Source: an optimization exercise on an open RTL-to-GDS flow (aim: small area and a short achievable clock period). Production flows keep margins and buffers that such runs may drop.
Function was checked by simulation only, so behaviour that the tests miss may differ from the original.
Power figures rest on the tool's default switching activity, not on a simulated workload.

==> design/flow/design.v <==
module adder_floating_point (
    input  logic [22:0] x,           
    input  logic [22:0] y,           
    input  logic [7:0]  e_big,       
    input  logic [4:0]  sh,          
    input  logic        drop,        
    input  logic        gt,          
    input  logic        both_inf,    
    input  logic        sign_in,     
    input  logic        zc_en,       
    input  logic        eff_sub,     
    output logic [31:0] final_sum,
    output logic        underflow
);
  logic [23:0] mx, my, my_sh;
  assign mx    = {1'b1, x};
  assign my    = {~gt, y};
  assign my_sh = drop ? 24'd0 : (my >> sh);
  logic [24:0] s;
  logic [23:0] yb, p, g, gs, ps;
  logic        cin, neg, sign;
  assign yb = my_sh ^ {24{eff_sub}};
  assign p  = mx ^ yb;
  assign g  = mx & yb;
  always_comb begin
    logic [23:0] gg, pp;
    gg = g;
    pp = p;
    for (int d = 1; d < 24; d = d * 2)
      for (int i = 2 * d - 1; i < 24; i += 2 * d) begin
        gg[i] = gg[i] | (pp[i] & gg[i-d]);
        pp[i] = pp[i] & pp[i-d];
      end
    for (int d = 8; d >= 1; d = d / 2)
      for (int i = 3 * d - 1; i < 24; i += 2 * d) begin
        gg[i] = gg[i] | (pp[i] & gg[i-d]);
        pp[i] = pp[i] & pp[i-d];
      end
    gs = gg;
    ps = pp;
  end
  assign neg = eff_sub & ~(gs[23] | ps[23]);
  assign cin = eff_sub & ~neg;
  always_comb begin
    s[0] = p[0] ^ cin ^ neg;
    for (int i = 1; i < 24; i++)
      s[i] = p[i] ^ neg ^ (gs[i-1] | (ps[i-1] & cin));
    s[24] = gs[23];
  end
  assign sign = sign_in ^ neg;
  logic [23:0] t;
  always_comb
    for (int i = 0; i < 24; i++)
      t[i] = s[i] | (e_big == 8'(23 - i));
  logic [4:0] lz;
  lzc24 u_lzc (.x(t), .n(lz));
  logic        carry;
  logic [23:0] s_l;
  logic [22:0] frac;
  logic [7:0]  e_n;
  assign carry = ~eff_sub & s[24] & ~both_inf;
  assign s_l   = s[23:0] << lz;
  always_comb begin
    if (carry) begin
      frac = s[23:1];
      e_n  = e_big + 8'd1;
    end else if (!eff_sub) begin
      frac = s[22:0];
      e_n  = e_big;
    end else begin
      frac = s_l[22:0];
      e_n  = e_big - {3'd0, lz};
    end
  end
  logic nan, zcase;
  assign nan   = both_inf & (eff_sub | s[23]);
  assign zcase = ~|s[23:0] & zc_en;
  always_comb begin
    final_sum[31]    = sign & ~zcase & ~nan;
    final_sum[30:23] = nan ? 8'hff : (zcase ? 8'd0 : e_n);
    final_sum[22:0]  = nan ? 23'd1 : frac;
    underflow = (final_sum[30:23] == 8'd0) & ~(zcase & (e_big != 8'd0));
  end
endmodule
module lzc24 (
    input  logic [23:0] x,
    output logic [4:0]  n
);
  logic [31:0] w;
  logic [1:0]  c1 [16];
  logic        a1 [16];
  logic [1:0]  c2 [8];
  logic        a2 [8];
  logic [2:0]  c3 [4];
  logic        a3 [4];
  logic [3:0]  c4 [2];
  logic        a4 [2];
  assign w = {x, 8'hff};
  always_comb begin
    for (int i = 0; i < 16; i++) begin
      a1[i] = ~(w[2*i+1] | w[2*i]);
      c1[i] = {1'b0, ~w[2*i+1]};
    end
    for (int i = 0; i < 8; i++) begin
      a2[i] = a1[2*i+1] & a1[2*i];
      c2[i] = a1[2*i+1] ? {1'b1, c1[2*i][0]} : {1'b0, c1[2*i+1][0]};
    end
    for (int i = 0; i < 4; i++) begin
      a3[i] = a2[2*i+1] & a2[2*i];
      c3[i] = a2[2*i+1] ? {1'b1, c2[2*i]} : {1'b0, c2[2*i+1]};
    end
    for (int i = 0; i < 2; i++) begin
      a4[i] = a3[2*i+1] & a3[2*i];
      c4[i] = a3[2*i+1] ? {1'b1, c3[2*i]} : {1'b0, c3[2*i+1]};
    end
    n = a4[1] ? {1'b1, c4[0]} : {1'b0, c4[1]};
  end
endmodule
module fp_adder_top (
    input  logic        clk,
    input  logic        rst,
    input  logic        start,
    input  logic [31:0] operand_normalized_ieee_a,
    input  logic [31:0] operand_normalized_ieee_b,
    input  logic        op,
    output logic [31:0] final_sum,
    output logic        finish,
    output logic        zero,
    output logic        overflow,
    output logic        underflow
);
  logic        sa, sb, eff_sub;
  logic [7:0]  ea, eb;
  logic [22:0] ma, mb;
  assign sa      = operand_normalized_ieee_a[31];
  assign sb      = operand_normalized_ieee_b[31] ^ op;
  assign ea      = operand_normalized_ieee_a[30:23];
  assign eb      = operand_normalized_ieee_b[30:23];
  assign ma      = operand_normalized_ieee_a[22:0];
  assign mb      = operand_normalized_ieee_b[22:0];
  assign eff_sub = sa ^ sb;
  logic [8:0] q;
  logic       gt, a_inf, b_inf;
  logic [7:0] sh;
  assign q     = {1'b0, ea} + {1'b0, ~eb};
  assign gt    = q[8];
  assign a_inf = &ea;
  assign b_inf = &eb;
  assign sh    = q[7:0] ^ {8{~gt}};
  logic [22:0] x_d, y_d;
  logic [7:0]  e_big_d;
  logic [4:0]  sh_d;
  logic        drop_d, gt_d, both_inf_d, sign_d, zc_en_d;
  assign x_d        = gt ? ma : mb;
  assign y_d        = gt ? {1'b1, mb[22:1]} : ma;
  assign e_big_d    = gt ? ea : eb;
  assign sh_d       = sh[4:0];
  assign drop_d     = (a_inf ^ b_inf) | (|sh[7:5]) | (&sh[4:3]);
  assign both_inf_d = a_inf & b_inf;
  assign sign_d     = gt ? sa : sb;
  assign zc_en_d    = eff_sub | ((e_big_d == 8'd0) & ~sa & ~operand_normalized_ieee_b[31]);
  logic [22:0] x_q, y_q;
  logic [7:0]  e_big_q;
  logic [4:0]  sh_q;
  logic        drop_q, gt_q, both_inf_q, sign_q, zc_en_q, eff_sub_q, valid_q;
  always_ff @(posedge clk) begin
    x_q        <= x_d;
    y_q        <= y_d;
    e_big_q    <= e_big_d;
    sh_q       <= sh_d;
    drop_q     <= drop_d;
    gt_q       <= gt;
    both_inf_q <= both_inf_d;
    sign_q     <= sign_d;
    zc_en_q    <= zc_en_d;
    eff_sub_q  <= eff_sub;
    if (rst) valid_q <= 1'b0;
    else     valid_q <= start;
  end
  logic [31:0] sum_d;
  logic        underflow_d;
  adder_floating_point u_add (
      .x(x_q),
      .y(y_q),
      .e_big(e_big_q),
      .sh(sh_q),
      .drop(drop_q),
      .gt(gt_q),
      .both_inf(both_inf_q),
      .sign_in(sign_q),
      .zc_en(zc_en_q),
      .eff_sub(eff_sub_q),
      .final_sum(sum_d),
      .underflow(underflow_d)
  );
  always_ff @(posedge clk) begin
    final_sum <= sum_d;
    underflow <= underflow_d;
    if (rst) finish <= 1'b0;
    else     finish <= valid_q;
  end
  assign zero     = ~|final_sum;
  assign overflow = &final_sum[30:23];
endmodule
==> design/flow/flow/run.sh <==
#!/bin/bash
# Own layout flow. the standard synthesis, except that ABC maps the
# combinational logic with an area-recovering script (flow/map.abc); the
# registers are mapped by dfflibmap before ABC runs, so their names and cells
# are the standard synthesis's. Then ORFS's layout, as standard.sh runs it.
# Each tool's output goes to a log file in the work folder.
set -euo pipefail
W=$(pwd)
F=$W/flow
R=$W/orfs/results/$FLOW_PLATFORM/fp_adder_top/base

# synth_recipe.tcl with abc's -script argument replaced by flow/map.abc
{
  head -n 1 synth_recipe.tcl
  echo "proc abc {args} { set i [lsearch -exact \$args -script]; if {\$i >= 0} { lset args [expr {\$i + 1}] {$F/map.abc} }; yosys abc {*}\$args }"
  tail -n +2 synth_recipe.tcl
} > own_synth.tcl

# the make command line standard.sh uses, with our synthesis script; extra
# settings for every step come from flow/make_vars and for the floorplan step
# (whose timing repair only resizes gates) from flow/fp_vars, one VAR=value
# per line
mk=$(grep -o 'make -C .*finish}"' standard.sh | sed 's/ "\${@:-finish}"$//' | sed "s#SYNTH_SCRIPT=[^ ]*#SYNTH_SCRIPT=$W/own_synth.tcl#")
vars() {
  local out=()
  if [[ -f $1 ]]; then
    while read -r kv; do [[ -n $kv && $kv != \#* ]] && out+=("$kv"); done < "$1"
  fi
  echo "${out[*]:-}"
}
eval "$mk $(vars $F/make_vars) synth" > make_synth.log 2>&1
eval "$mk $(vars $F/make_vars) $(vars $F/fp_vars) floorplan" > make_floorplan.log 2>&1
eval "$mk $(vars $F/make_vars) finish" > make_finish.log 2>&1

: # left out here: write the final layout as DEF
==> design/flow/flow/fp_vars <==
SETUP_SLACK_MARGIN=31
==> design/flow/flow/make_vars <==
# extra make variables for the layout
SKIP_CTS_REPAIR_TIMING=1
SKIP_INCREMENTAL_REPAIR=1
==> design/flow/flow/map.abc <==
strash
dc2
dch -f
amap
==> design/flow/standard.sh <==
#!/bin/bash
# synth_recipe.tcl (not shown) runs the flow's synth.tcl, then flattens the netlist and writes it again
# the make line also repeats each setting of config.mk as NAME=value (left out here)
make -C /OpenROAD-flow-scripts/flow DESIGN_CONFIG=/design/flow/config.mk WORK_HOME=/design/flow/orfs CLKGATE_MAP_FILE= SYNTH_SCRIPT=/design/flow/synth_recipe.tcl "${@:-finish}"
==> design/flow/config.mk <==
export PLATFORM = sky130hd
export DESIGN_NAME = fp_adder_top
export DESIGN_NICKNAME = fp_adder_top
export VERILOG_FILES = /design/flow/design.v
export SDC_FILE = /design/flow/constraint.sdc
export NUM_CORES = 4
export LEC_CHECK = 0
export CAP_MARGIN = 20
export CORE_MARGIN = 2
export CORE_UTILIZATION = 40
export SLEW_MARGIN = 20
==> design/flow/constraint.sdc <==
create_clock -name core_clock -period 40.0 [get_ports {clk}]
set_input_delay 8.0000 -clock core_clock [delete_from_list [all_inputs] [get_ports {clk}]]
set_output_delay 8.0000 -clock core_clock [all_outputs]
set_load 0.01 [all_outputs]
==> results of run 1 <==
-- power by group --
group / switching [mW] / internal, mW
registers: 0.0202 / 0.124
logic: 0.227 / 0.146
clock network: 0.0441 / 0.0444
total: 0.292 / 0.314
-- cell usage after synthesis --
| cell | instances |
|---|---|
| a2111oi_0 | 5 |
| fa_1 | 2 |
| a22oi_1 | 6 |
| nor2b_1 | 5 |
| o21ai_0 | 87 |
| a222oi_1 | 1 |
| a311o_1 | 1 |
| o211ai_1 | 1 |
| ha_1 | 42 |
| nor3_1 | 23 |
| o31ai_1 | 7 |
| a31o_1 | 2 |
| o22ai_1 | 115 |
| nand3_1 | 15 |
| a21oi_1 | 88 |
| or3_1 | 5 |
| o22a_1 | 38 |
| o221a_1 | 8 |
| o41ai_1 | 1 |
| nor4_1 | 12 |
| o32a_1 | 3 |
| o21bai_1 | 2 |
| nand4_1 | 13 |
| and3_1 | 2 |
| or4_1 | 7 |
| clkinv_1 | 128 |
| nand2_1 | 76 |
| a221oi_1 | 12 |
| o211a_1 | 1 |
| nand2b_1 | 3 |
| a311oi_1 | 3 |
| dfxtp_1 | 100 |
| o221ai_1 | 12 |
| nor2_1 | 135 |
| o2111ai_1 | 1 |
| a31oi_1 | 17 |
| o311ai_0 | 1 |
| or2_0 | 18 |
| o32ai_1 | 1 |
| a21o_1 | 3 |
| a211oi_1 | 26 |
| o21a_1 | 14 |
| a32oi_1 | 2 |
-- per-stage QoR --
stage	power (mW)	instance area [µm²]	std cells	hold WS (ns)	util, %
finish	0.606	9300	1405	0.442	51.4
global route	0.649	9300	1405	0.458	51.4
CTS	0.598	9300	1405	0.446	51.4
detailed placement	0.508	9000	1389	0.427	49.7
global placement	0.513	8990	1388	0.439	49.7
floorplan	0.381	7580	1044	0.414	-
-- per-layer routing --
| metal | track usage [%] | vias to the layer above | routed length (µm) |
|---|---|---|---|
| met4 | 12.9 | 0 | 1190 |
| li1 | - | 4256 | - |
| met1 | 38.9 | 3844 | 12500 |
| met2 | 39.9 | 415 | 10800 |
| met5 | 0 | - | 0 |
| met3 | 3.49 | 82 | 1890 |
-- state kept, by name, indices dropped and copies added, names as in the netlist, 5 cells and up --
signal / flops
e_big_q: 8
final_sum: 32
sh_q: 5
x_q: 23
y_q: 23
-- worst max-delay path: cells and delay by family (launching register included) --
kind	cells	cell delay [ns]
flops	1	0.62
compound gates	21	4.81
simple gates	20	3.80
fa+ha+maj	2	0.83
buf+inv	4	1.21
-- area by class of cell --
class / instances / area [µm²]
fill: 1826 / 8780
timing repair buffer: 116 / 1130
tap: 229 / 287
inverter: 128 / 518
clock inverter: 7 / 78.8
multi-input combinational: 816 / 5060
clock buffer: 9 / 225
sequential: 100 / 2010
-- logic make-up (layout without fill, tap and decap cells) --
logic type               after synthesis  after routing
AO/OA/AOI/OAI                        458            458
AND/OR/NAND/NOR                      314            314
flip-flops                           100            100
adder cells (fa/ha/maj)               44             44
buffers and inverters                128            260
-- worst paths after layout --
kind                      startpoint                end  cells after the start
setup / recovery     sh_q[0]$_DFF_P_  underflow$_DFF_P_                     47
hold / removal    valid_q$_SDFF_PP0_  finish$_SDFF_PP0_                      1
setup reg to reg     sh_q[0]$_DFF_P_  underflow$_DFF_P_                     47
hold reg to reg   valid_q$_SDFF_PP0_  finish$_SDFF_PP0_                      1
==> results.ini, run 1 <==
[clock_tree]
clockBufferDepth = 2
cts_tree = built
cts.sinks = 100
clkTransAtPathRegs_ns = 0.08
root_buffer = clkbuf_16
cts_buffers = 9
clkLatencyLatePin_ns = 0.36
htree_levels = 3

[timing]
worst_pin_slew_ns = 1.20
slew_headroom_pct = 19.2
fin_ws_ns = 28.61
fin_crit_ns = 11.39
hold_violations = 0
finalSetupViolCount = 0
period_share_pct = 28.5
timing.fmax_ghz = 0.0878
tns_ns = 0
drv_slew = 0
fin_skew_ns = 0.0114

[detailed_routing]
drt-wirelength-per-cell_um = 18.8
viasPerCell = 6.12
drt_iter0_markers = 925
dr.pass1.iters = 5
drt-total-wl_um = 26400
antenna_left = 0
vias = 8597
drc_errors = 0

[job]
maxCapViolCount = 0

[synth]
ys_ff_latch = 100
synth_mux_area_share_pct = 0
ys_warn_count = 11
synth.top_cell.area_share_pct = 27.0
syn_inst = 1044
synthesis.area_um2 = 7420
synth.distinct_cells = 43
synth_compound_area_share_pct = 40.1
syn_avg_cell_area_um2 = 7.11
yosysSeqAreaShare_pct = 27.0
synthAdderAreaFrac_pct = 7.62
yosys-top-cells-area = dfxtp_1, o22ai_1, ha_1, nor2_1, clkinv_1
yosysTopAreaCell = dfxtp_1
synth_xor_xnor_area_share_pct = 0
synth_fp_nets = 1156
yosys.area_share.simple_pct = 18.8
synth_top_family_by_area = compound AO/OA/AOI/OAI gates

[final_layout]
layout_commonest_cell = nor2_1
synthToLayoutAreaGrowth_pct = 25.3
drive_gt1_share_pct = 4.85
diodes = 0
mostFrequentLayoutCells = nor2_1, clkinv_1, o22ai_1
nets = 1283

[floorplan]
die_h_um = 140
core_um2 = 18100
start_util_pct = 41.0
pin_count = 104
fp-row-count = 49
fp.dieW_um = 140
fp.dieArea_um2 = 19700

[placed_design]
dpl.hpwl_um = 20600
globalplace.congestion = 0.997
numPortBuffers = 103
dp_slack_ns = 28.30

[power]
power.density_nw_per_um2 = 65.1
peakVddDrop_uv = 26.7
leakagePower_nw = 3.30

[critical_path]
critPathKind = register to register
slowest_stage = dfxtp_2
required_ns = 40.29
cp_data_arrival_time_ns = 11.67
worstPathMaxFanout = 27
rrSetupSlack_ns = 28.61
critPathMaxStageDelay_ns = 0.62
worst_setup_path_start_kind = register
cpMostUsedCell = nor2_1
end_kind = register

[worst_hold_path]
min_path_type = register to register

[global_routing]
antenna_found_initial = 0
overflow = 0
grt_usage_pct = 27.0
grt_pass1_vias = 7977
grt_pass1_wl_um = 42600
grt_max_degree = 65

[status]
status = no timing/DRC/antenna violations

==> run 2, diff against run 1 <==
--- a/design/flow/design.v
+++ b/design/flow/design.v
@@ -11,5 +11,5 @@
     input  logic        eff_sub,     
     output logic [31:0] final_sum,
-    output logic        underflow
+    output logic        uf_kill      
 );
   logic [23:0] mx, my, my_sh;
@@ -49,28 +49,20 @@
   end
   assign sign = sign_in ^ neg;
-  logic [23:0] t;
-  always_comb
+  logic [24:0] w, t;
+  assign w = s;
+  always_comb begin
+    t[24] = w[24] & ~eff_sub & ~both_inf;
     for (int i = 0; i < 24; i++)
-      t[i] = s[i] | (e_big == 8'(23 - i));
-  logic [4:0] lz;
-  lzc24 u_lzc (.x(t), .n(lz));
-  logic        carry;
-  logic [23:0] s_l;
+      t[i] = w[i] | (e_big == 8'(23 - i));
+    t[23] = t[23] | both_inf;
+  end
+  logic [4:0] k;
+  lzc25 u_lzc (.x(t), .n(k));
+  logic [24:0] w_l;
   logic [22:0] frac;
   logic [7:0]  e_n;
-  assign carry = ~eff_sub & s[24] & ~both_inf;
-  assign s_l   = s[23:0] << lz;
-  always_comb begin
-    if (carry) begin
-      frac = s[23:1];
-      e_n  = e_big + 8'd1;
-    end else if (!eff_sub) begin
-      frac = s[22:0];
-      e_n  = e_big;
-    end else begin
-      frac = s_l[22:0];
-      e_n  = e_big - {3'd0, lz};
-    end
-  end
+  assign w_l  = w << k;
+  assign frac = w_l[23:1];
+  assign e_n  = e_big + 8'd1 - {3'd0, k};
   logic nan, zcase;
   assign nan   = both_inf & (eff_sub | s[23]);
@@ -80,9 +72,9 @@
     final_sum[30:23] = nan ? 8'hff : (zcase ? 8'd0 : e_n);
     final_sum[22:0]  = nan ? 23'd1 : frac;
-    underflow = (final_sum[30:23] == 8'd0) & ~(zcase & (e_big != 8'd0));
+    uf_kill = zcase & (e_big != 8'd0);
   end
 endmodule
-module lzc24 (
-    input  logic [23:0] x,
+module lzc25 (
+    input  logic [24:0] x,
     output logic [4:0]  n
 );
@@ -96,5 +88,5 @@
   logic [3:0]  c4 [2];
   logic        a4 [2];
-  assign w = {x, 8'hff};
+  assign w = {x, 7'h7f};
   always_comb begin
     for (int i = 0; i < 16; i++) begin
@@ -143,5 +135,18 @@
   logic       gt, a_inf, b_inf;
   logic [7:0] sh;
-  assign q     = {1'b0, ea} + {1'b0, ~eb};
+  always_comb begin
+    logic [7:0] g, p, gg, pp;
+    g  = ea & ~eb;
+    p  = ea ^ ~eb;
+    gg = g;
+    pp = p;
+    for (int d = 1; d < 8; d = d * 2)
+      for (int i = 0; i < 8; i++)
+        if ((i / d) % 2 == 1) begin
+          gg[i] = gg[i] | (pp[i] & gg[(i/d)*d - 1]);
+          pp[i] = pp[i] & pp[(i/d)*d - 1];
+        end
+    q = {gg[7], p ^ {gg[6:0], 1'b0}};
+  end
   assign gt    = q[8];
   assign a_inf = &ea;
@@ -159,5 +164,5 @@
   assign both_inf_d = a_inf & b_inf;
   assign sign_d     = gt ? sa : sb;
-  assign zc_en_d    = eff_sub | ((e_big_d == 8'd0) & ~sa & ~operand_normalized_ieee_b[31]);
+  assign zc_en_d    = eff_sub | ((ea == 8'd0) & (eb == 8'd0) & ~sa & ~operand_normalized_ieee_b[31]);
   logic [22:0] x_q, y_q;
   logic [7:0]  e_big_q;
@@ -179,5 +184,5 @@
   end
   logic [31:0] sum_d;
-  logic        underflow_d;
+  logic        uf_kill_d, uf_kill_q;
   adder_floating_point u_add (
       .x(x_q),
@@ -192,13 +197,14 @@
       .eff_sub(eff_sub_q),
       .final_sum(sum_d),
-      .underflow(underflow_d)
+      .uf_kill(uf_kill_d)
   );
   always_ff @(posedge clk) begin
     final_sum <= sum_d;
-    underflow <= underflow_d;
+    uf_kill_q <= uf_kill_d;
     if (rst) finish <= 1'b0;
     else     finish <= valid_q;
   end
   assign zero     = ~|final_sum;
-  assign overflow = &final_sum[30:23];
+  assign overflow  = &final_sum[30:23];
+  assign underflow = ~|final_sum[30:23] & ~uf_kill_q;
 endmodule
==> design/flow/flow/make_vars (replaced) <==
# extra make variables for the layout
BUFFER_PORTS_ARGS="-buffer_cell sky130_fd_sc_hd__buf_1"
CTS_BUF_LIST=sky130_fd_sc_hd__clkbuf_8
ADDER_MAP_FILE=
SETUP_SLACK_MARGIN=30
==> design/flow/flow/map.abc (replaced) <==
strash
dch -f
amap
topo
stime -c
buffer -c
upsize -c
dnsize -c
==> run 2 against run 1 <==
Effect of this change: maximum frequency is 15% higher; clock-buffer cell count is 1 higher; wire length is 13% lower; die area is 1.3% lower; synthesized cell count is 0.96% higher; register-to-register slack better by 2.2 ns; critical path type is now primary input to register; critical endpoint is now x_q[11]$_DFF_P_; largest cell class unchanged; largest power group unchanged.
==> results.ini, run 2 <==
[floorplan]
fp-row-count = 49  ; unchanged
die_h_um = 139  ; -0.67%
fp.dieW_um = 139  ; -0.67%
core_um2 = 18000  ; -0.68%
pin_count = 104  ; unchanged
fp.dieArea_um2 = 19400  ; -1.3%
start_util_pct = 40.8  ; -0.29 points

[synth]
yosysSeqAreaShare_pct = 27.3  ; +0.38 points
syn_avg_cell_area_um2 = 6.95  ; -2.3%
synth_top_family_by_area = compound AO/OA/AOI/OAI gates
synth_xor_xnor_area_share_pct = 0  ; unchanged
synthAdderAreaFrac_pct = 0  ; -7.6 points
yosysMostFrequentCell = nor2_1
yosys.area_share.simple_pct = 22.8  ; +4.0 points
yosys-top-cells-area = dfxtp_1, o22a_1, nor2_1, o22ai_1, a21oi_1
synthArstFlopShare_pct = 0  ; unchanged
ys.flop_type = dfxtp_1
synth_edf_count = 0  ; unchanged
ys_ff_latch = 100  ; unchanged
syn_inst = 1054  ; +0.96%
synth.top_cell.area_share_pct = 27.3  ; +0.38 points
synth_mux_area_share_pct = 0  ; unchanged
synthTopCellsByCount = nor2_1, dfxtp_1, o22ai_1
yosysTopAreaCell = dfxtp_1
ys_warn_count = 11  ; unchanged
synth.distinct_cells = 61  ; +42%
synthesis.area_um2 = 7320  ; -1.4%
synth_fp_nets = 1122  ; -2.9%
synth_compound_area_share_pct = 41.4  ; +1.3 points

[clock_tree]
clkTransAtPathRegs_ns = 0.11  ; +0.03 ns
cts_hold_buf = 0
clockBufferDepth = 2  ; unchanged
clkLatencyLatePin_ns = 0.39  ; +0.03 ns
cts_tree = built
cts.sinks = 100  ; unchanged
htree_levels = 3  ; unchanged
root_buffer = clkbuf_8
cts_buffers = 9  ; unchanged

[worst_hold_path]
min_path_type = register to register

[power]
peakVddDrop_uv = 33.8  ; +26%
power.net_switching_mw = 0.240  ; -18%
p_clk_share_pct = 12.9  ; -1.7 points
p_sw_share_pct = 48.4  ; +0.23 points
p_int_mw = 0.256  ; -19%
leakagePower_nw = 3.05  ; -7.7%
combPwrFrac_pct = 57.5  ; -4.1 points
seq_power_share_pct = 29.5  ; +5.7 points
power.density_nw_per_um2 = 60.1  ; -7.7%
power_mw = 0.496  ; -18%

[detailed_routing]
drt_iter0_markers = 727  ; -21%
drt-wirelength-per-cell_um = 16.9  ; -10%
antenna_left = 0  ; unchanged
viasPerCell = 5.88  ; -3.9%
met2_wirelength_um = 9910  ; -8.4%
drt-total-wl_um = 23000  ; -13%
wl_met1_um = 11000  ; -12%
vias = 7999  ; -7.0%
wl_met3_um = 1720  ; -9.1%
top_layer_used = met4
drc_errors = 0  ; unchanged
dr.pass1.iters = 6  ; +1

[final_layout]
mostFrequentLayoutCells = nor2_1, buf_1, dfxtp_1
synthToLayoutAreaGrowth_pct = 12.6
nets = 1194  ; -6.9%
drive_gt1_share_pct = 10.2  ; +5.3 points
registers.top_by_ff_count = final_sum
finalNonFillerCells = 1360  ; -3.2%
largest_reg_flops = 32  ; unchanged
diodes = 0  ; unchanged
reg_top3 = final_sum x32, x_q x23, y_q x23
layout_commonest_cell = nor2_1

[critical_path]
critPathKind = primary input to register
end_kind = register
required_ns = 40.29  ; about the same
worst_setup_path_start_kind = primary input
cp_data_arrival_time_ns = 10.20  ; -1.47 ns
worstPathMaxFanout = 8  ; -70%
rrSetupSlack_ns = 30.82  ; +2.21 ns

[placed_design]
numPortBuffers = 103  ; unchanged
dpl.hpwl_um = 17500  ; -15%
placedCellCount = 1334  ; -4.0%
globalplace.congestion = 0.923  ; -7.5%
dp_slack_ns = 28.34  ; +0.0414 ns

[timing]
worst_pin_slew_ns = 1.01  ; -0.188 ns
fin_ws_ns = 30.09  ; +1.48 ns
slew_headroom_pct = 32.4  ; +13 points
period_share_pct = 24.8  ; -3.7 points
fin_crit_ns = 9.91  ; -1.48 ns
tns_ns = 0  ; unchanged
hold_ws_ns = 0.462  ; +0.0201 ns
hold_violations = 0  ; unchanged
rsz0062_at_grt = yes
timing.fmax_ghz = 0.101  ; +15%
drv_slew = 0  ; unchanged
finalSetupViolCount = 0  ; unchanged
fin_skew_ns = 0.0153  ; +0.00396 ns

[global_routing]
antenna_found_initial = 0  ; unchanged
grt_pass1_vias = 7215  ; -9.6%
grt_pass1_wl_um = 37400  ; -12%
overflow = 0  ; unchanged
grt_usage_pct = 23.4  ; -3.6 points
grt_max_degree = 62  ; -4.6%

[status]
status = no timing/DRC/antenna violations

[job]
maxCapViolCount = 0  ; unchanged

==> run 2: changes by cell type in the layout (fill, tap and decap cells not counted), moves of 19 or more <==
cell / delta
nor2_1: +36
o22a_1: +45
o21ai_0: -21
o21ai_1: +22
a211oi_1: -25
clkdlybuf4s50_1: -103
buf_1: +100
o22ai_1: -19
inv_1: +71
clkinv_1: -115
ha_1: -41
==> run 2: path summary, 6_finish.rpt <==
path                                 start                       end  cells past startpoint
min                     valid_q$_SDFF_PP0_         finish$_SDFF_PP0_                      1
min reg2reg             valid_q$_SDFF_PP0_         finish$_SDFF_PP0_                      1
max          operand_normalized_ieee_b[24]           x_q[11]$_DFF_P_                     16
max reg2reg                sh_q[0]$_DFF_P_  final_sum[30]$_SDFF_PP1_                     43
==> run 2: repair_timing <==
action                     CTS  global route
gates resized for setup      9            12
setup endpoints to repair   61            89
pin swaps                    1             5
gates cloned                 1             3
buffers inserted             1             5
==> run 2: kinds of logic after synthesis <==
group                  count (synthesis)
and+or+nand+nor                      366
DFF                                  100
buffers and inverters                148
AOI/OAI and AO/OA                    440
==> run 2: metrics by stage <==
step,area [µm²],utilization (%)
2_1_floorplan,7500,-
3_3_place_gp,7870,43.8
3_5_place_dp,7870,43.8
4_1_cts,8150,45.4
5_1_grt,8250,45.9
6_report,8250,45.9
==> run 2: layer usage <==
layer	vias to the layer above	global-route usage (%)
met4	0	5.37
met5	-	0
met1	3590	33.9
met2	286	36.0
met3	23	4.54
li1	4100	-
==> run 2: power groups by stage <==
| stage | clock, mW | combinational [mW] | sequential, mW |
|---|---|---|---|
| after CTS | 0.0658 | 0.278 | 0.146 |
| after floorplan | 0 | 0.208 | 0.147 |
| final | 0.0641 | 0.285 | 0.146 |
| after global routing | 0.0695 | 0.317 | 0.150 |
| after detailed placement | 0 | 0.273 | 0.148 |
| after global placement | 0 | 0.274 | 0.148 |
==> run 2: critical path: stages <==
cell and delay [ns]:
clkbuf_4 0.17, o22ai_4 0.19, nor2_2 0.06, a21oi_2 0.14
nor2_2 0.06, a21oi_2 0.14, nor2_1 0.06, a21oi_2 0.13
nor2_2 0.06, a21oi_2 0.14, o22ai_2 0.11, o22ai_2 0.20
o22ai_4 0.16, buf_12 0.18, buf_4 0.18, o22a_1 0.19
==> run 2: layout make-up <==
type                            instances  area, µm²
Fill cell                            1892       9720
Multi-Input combinational cell        808       4810
Sequential cell                       100       2010
Timing Repair Buffer                  119        566
Inverter                               88        388
Tap cell                              229        287
Clock buffer                           10        138
Clock inverter                          6       53.8
==> run 3, diff against run 2 <==
--- a/design/flow/design.v
+++ b/design/flow/design.v
@@ -156,5 +156,5 @@
   logic [7:0]  e_big_d;
   logic [4:0]  sh_d;
-  logic        drop_d, gt_d, both_inf_d, sign_d, zc_en_d;
+  logic        drop_d, both_inf_d, sign_d, zc_en_d;
   assign x_d        = gt ? ma : mb;
   assign y_d        = gt ? {1'b1, mb[22:1]} : ma;
--- a/design/flow/flow/run.sh
+++ b/design/flow/flow/run.sh
@@ -1,8 +1,10 @@
 #!/bin/bash
-# Own layout flow. the standard synthesis, except that ABC maps the
-# combinational logic with an area-recovering script (flow/map.abc); the
-# registers are mapped by dfflibmap before ABC runs, so their names and cells
-# are the standard synthesis's. Then ORFS's layout, as standard.sh runs it.
-# Each tool's output goes to a log file in the work folder.
+# Own layout flow: the standard ORFS flow with these changes.
+#  - Synthesis is synth_recipe.tcl unchanged except that ABC maps the
+#    combinational logic with flow/map.abc (area-oriented mapping, then ABC's
+#    own buffering and sizing) instead of ORFS's script, and Yosys does not
+#    extract full/half-adder cells (ADDER_MAP_FILE empty), so the prefix
+#    adders stay prefix adders. The registers are mapped by dfflibmap before
+#    either step, so their names and cells are the standard synthesis's.
 set -euo pipefail
 W=$(pwd)
@@ -17,8 +19,6 @@
 } > own_synth.tcl
 
-# the make command line standard.sh uses, with our synthesis script; extra
-# settings for every step come from flow/make_vars and for the floorplan step
-# (whose timing repair only resizes gates) from flow/fp_vars, one VAR=value
-# per line
+# the make command line standard.sh uses, with our synthesis script and the
+# extra settings, one VAR=value per line
 mk=$(grep -o 'make -C .*finish}"' standard.sh | sed 's/ "\${@:-finish}"$//' | sed "s#SYNTH_SCRIPT=[^ ]*#SYNTH_SCRIPT=$W/own_synth.tcl#")
 vars() {
==> design/flow/flow/fp_vars (replaced) <==
# extra make variables for the floorplan step, whose repair only resizes gates
SETUP_SLACK_MARGIN=31
==> design/flow/flow/make_vars (replaced) <==
# extra make variables for every step of the layout (one VAR=value per line)
# one buffer per port, the smallest one; timing repair upsizes where needed
BUFFER_PORTS_ARGS="-buffer_cell sky130_fd_sc_hd__buf_1"
# clock tree buffers
CTS_BUF_LIST=sky130_fd_sc_hd__clkbuf_8
# no full/half-adder cell extraction in synthesis
ADDER_MAP_FILE=
# timing repair after clock tree synthesis and global routing aims at this
# setup slack (ns) on the 40 ns clock
SETUP_SLACK_MARGIN=30
==> run 3 against run 2 <==
Effect of this change: still clean; hold slack stayed put; non-clock buffer count stayed put; critical path depth stayed put; clock skew stayed put; synthesized cell count stayed put; sequential share of layout area stayed put; clock-buffer cell count stayed put; largest cell class unchanged; largest power group unchanged.
==> results.ini, run 3 <==
[status]
status = no timing/DRC/antenna violations

[clock_tree]
cts.sinks = 100  ; unchanged
cts_hold_buf = 0  ; unchanged
htree_levels = 3  ; unchanged
root_buffer = clkbuf_8
cts_tree = built
clockBufferDepth = 2  ; unchanged
cts_buffers = 9  ; unchanged
clkLatencyLatePin_ns = 0.39  ; about the same
clkTransAtPathRegs_ns = 0.11  ; about the same

[critical_path]
end_kind = register
required_ns = 40.29  ; about the same
worstPathMaxFanout = 8  ; unchanged
r2r-start = sh_q[0]$_DFF_P_
critPathKind = primary input to register
slowest_stage = o22ai_2
critPathMaxStageDelay_ns = 0.20  ; about the same
cp_cell_sequence = clkbuf_4 > o22ai_4 > nor2_2 > a21oi_2 > nor2_2 > a21oi_2 > nor2_1 > a21oi_2 > nor2_2 > a21oi_2 > o22ai_2 > o22ai_2 > o22ai_4 > buf_12 > buf_4 > o22a_1
rr_worst_depth = 43  ; unchanged
cpMostUsedCell = a21oi_2
worst_setup_path_start_kind = primary input
cp_data_arrival_time_ns = 10.20  ; about the same
crit_start = operand_normalized_ieee_b[24]
rrSetupSlack_ns = 30.82  ; about the same

[final_layout]
synthToLayoutAreaGrowth_pct = 12.6  ; unchanged
mostFrequentLayoutCells = nor2_1, buf_1, dfxtp_1
registers.top_by_ff_count = final_sum
drive_gt1_share_pct = 10.2  ; unchanged
nets = 1194  ; unchanged
layout_commonest_cell = nor2_1
final_core_util_pct = 45.9  ; unchanged
n_fill_cell = 1892  ; unchanged
reg_top3 = final_sum x32, x_q x23, y_q x23
diodes = 0  ; unchanged
largest_reg_flops = 32  ; unchanged

[timing]
finalSetupViolCount = 0  ; unchanged
worst_pin_slew_ns = 1.01  ; unchanged
period_share_pct = 24.8  ; unchanged
slew_headroom_pct = 32.4  ; unchanged
rsz0062_at_grt = yes
hold_violations = 0  ; unchanged
timing.fmax_ghz = 0.101  ; unchanged
tns_ns = 0  ; unchanged
drv_slew = 0  ; unchanged
fin_skew_ns = 0.0153  ; unchanged
fin_crit_ns = 9.91  ; unchanged

[floorplan]
pin_count = 104  ; unchanged
die_h_um = 139  ; unchanged
fp.dieArea_um2 = 19400  ; unchanged
fp.dieW_um = 139  ; unchanged
core_um2 = 18000  ; unchanged
fp-row-count = 49  ; unchanged
start_util_pct = 40.8  ; unchanged

[synth]
synth.top_cell.area_share_pct = 27.3  ; unchanged
ys_warn_count = 11  ; unchanged
synth.distinct_cells = 61  ; unchanged
yosysSeqAreaShare_pct = 27.3  ; unchanged
synth_fp_nets = 1122  ; unchanged
syn_inst = 1054  ; unchanged
syn_avg_cell_area_um2 = 6.95  ; unchanged
yosysTopAreaCell = dfxtp_1
ys_ff_latch = 100  ; unchanged
synthesis.area_um2 = 7320  ; unchanged
yosysMostFrequentCell = nor2_1
yosys-top-cells-area = dfxtp_1, o22a_1, nor2_1, o22ai_1, a21oi_1
synthArstFlopShare_pct = 0  ; unchanged
synthTopCellsByCount = nor2_1, dfxtp_1, o22ai_1
synth_edf_count = 0  ; unchanged
ys.flop_type = dfxtp_1

[placed_design]
globalplace.congestion = 0.923  ; unchanged
dpl.hpwl_um = 17500  ; unchanged
numPortBuffers = 103  ; unchanged

[global_routing]
overflow = 0  ; unchanged
grt_usage_pct = 23.4  ; unchanged
grt_pass1_wl_um = 37400  ; unchanged
antenna_found_initial = 0  ; unchanged
grt_max_degree = 62  ; unchanged
grt_pass1_vias = 7215  ; unchanged

[detailed_routing]
drt-total-wl_um = 23000  ; unchanged
antenna_left = 0  ; unchanged
vias = 7999  ; unchanged
drc_errors = 0  ; unchanged
viasPerCell = 5.88  ; unchanged
dr.pass1.iters = 6  ; unchanged
drt_iter0_markers = 727  ; unchanged
drt-wirelength-per-cell_um = 16.9  ; unchanged

[worst_hold_path]
min_path_type = register to register
holdPathStages = 1  ; unchanged
min_from = valid_q$_SDFF_PP0_

[job]
maxCapViolCount = 0  ; unchanged

[power]
power.density_nw_per_um2 = 60.1  ; unchanged
peakVddDrop_uv = 33.8  ; unchanged
leakagePower_nw = 3.05  ; unchanged

[run 3: cells by family after synthesis]
| kind of cell | after synthesis | synth area share [%] |
|---|---|---|
| flip-flops | 100 | 27.3 |
| buffers and inverters | 148 | 8.43 |
| AO/OA/AOI/OAI | 440 | 41.4 |
| AND/OR/NAND/NOR | 366 | 22.8 |
[run 3: path summary, 6_finish.rpt]
check | to
setup / recovery | x_q[11]$_DFF_P_
hold / removal | finish$_SDFF_PP0_
setup reg to reg | final_sum[30]$_SDFF_PP1_
hold reg to reg | finish$_SDFF_PP0_
[run 3: what timing repair did]
item	CTS	global route
buffers inserted	1	5
pin swaps	1	5
endpoints found under the hold margin	0	0
resized for setup	9	12
endpoints found under the setup margin	61	89
cloned	1	3
[run 3: where the power goes]
part | switching, mW | internal, mW | total [mW] | leakage [nW]
clock network | 0.0387 | 0.0254 | 0.0641 | 0.0954
logic | 0.180 | 0.105 | 0.285 | 2.11
registers | 0.0209 | 0.125 | 0.146 | 0.842
[run 3: area by class of cell]
type                    instances  area [µm²]  share of cell area, %
repair buffers                119         566                   6.86
well taps                     229         287                   3.47
inverters                      88         388                   4.70
clock inverters                 6        53.8                  0.653
multi-input cells             808        4810                   58.3
clock buffers                  10         138                   1.67
flip-flops and latches        100        2010                   24.3
[run 3: critical path, delay by kind of cell]
kind	cells	cell delay, ns
buffers and inverters	3	0.53
and+or+nand+nor	4	0.24
AOI/OAI and AO/OA	9	1.40
[run 3: through the flow]
stage,cell area (µm²),power (mW),instances,hold slack (ns),setup slack (ns)
2_1_floorplan,7500,0.355,1054,0.414,30.04
3_3_place_gp,7870,0.422,1334,0.418,28.37
3_5_place_dp,7870,0.422,1334,0.435,28.34
4_1_cts,8150,0.490,1352,0.466,30.00
5_1_grt,8250,0.537,1360,0.482,29.97
6_report,8250,0.496,1360,0.462,30.09
[run 3: per-layer routing]
metal	GRT usage, %	routed length (µm)	vias to the layer above
li1	-	-	4100
met1	33.9	11000	3590
met2	36.0	9910	286
met3	4.54	1720	23
met4	5.37	368	0
met5	0	0	-

==> what the ideal ports hide <==
In the flow no input, the clock included, has a driving cell. The finished layouts below were timed again as built, in two steps.
Step 1: set_driving_cell puts a clkbuf_16 on clk and a buf_2 on each other input, an assumption about the parent block.
Step 2 moves the port delays by t, midway between the first and last clock arrival at a register: inputs arrive t later, outputs are due t later. That takes back most of the time a late clock gives input paths.
a / b / c = ideal ports / drivers / drivers and shift; a / b = the first two.
run	shift t [ns]	setup slack, ns	hold slack, ns	latest minus earliest clock arrival (ns)	cell pins on the clock port's net
run 1	0.399	28.615 / 28.615 / 28.251	0.442 / 0.442 / 0.442	0.012 / 0.011	1
run 2	0.428	30.090 / 30.110 / 29.682	0.462 / 0.462 / 0.462	0.019 / 0.018	1
run 3	0.428	30.090 / 30.110 / 29.682	0.462 / 0.462 / 0.462	0.019 / 0.018	1
After both steps every run listed still meets setup and hold.
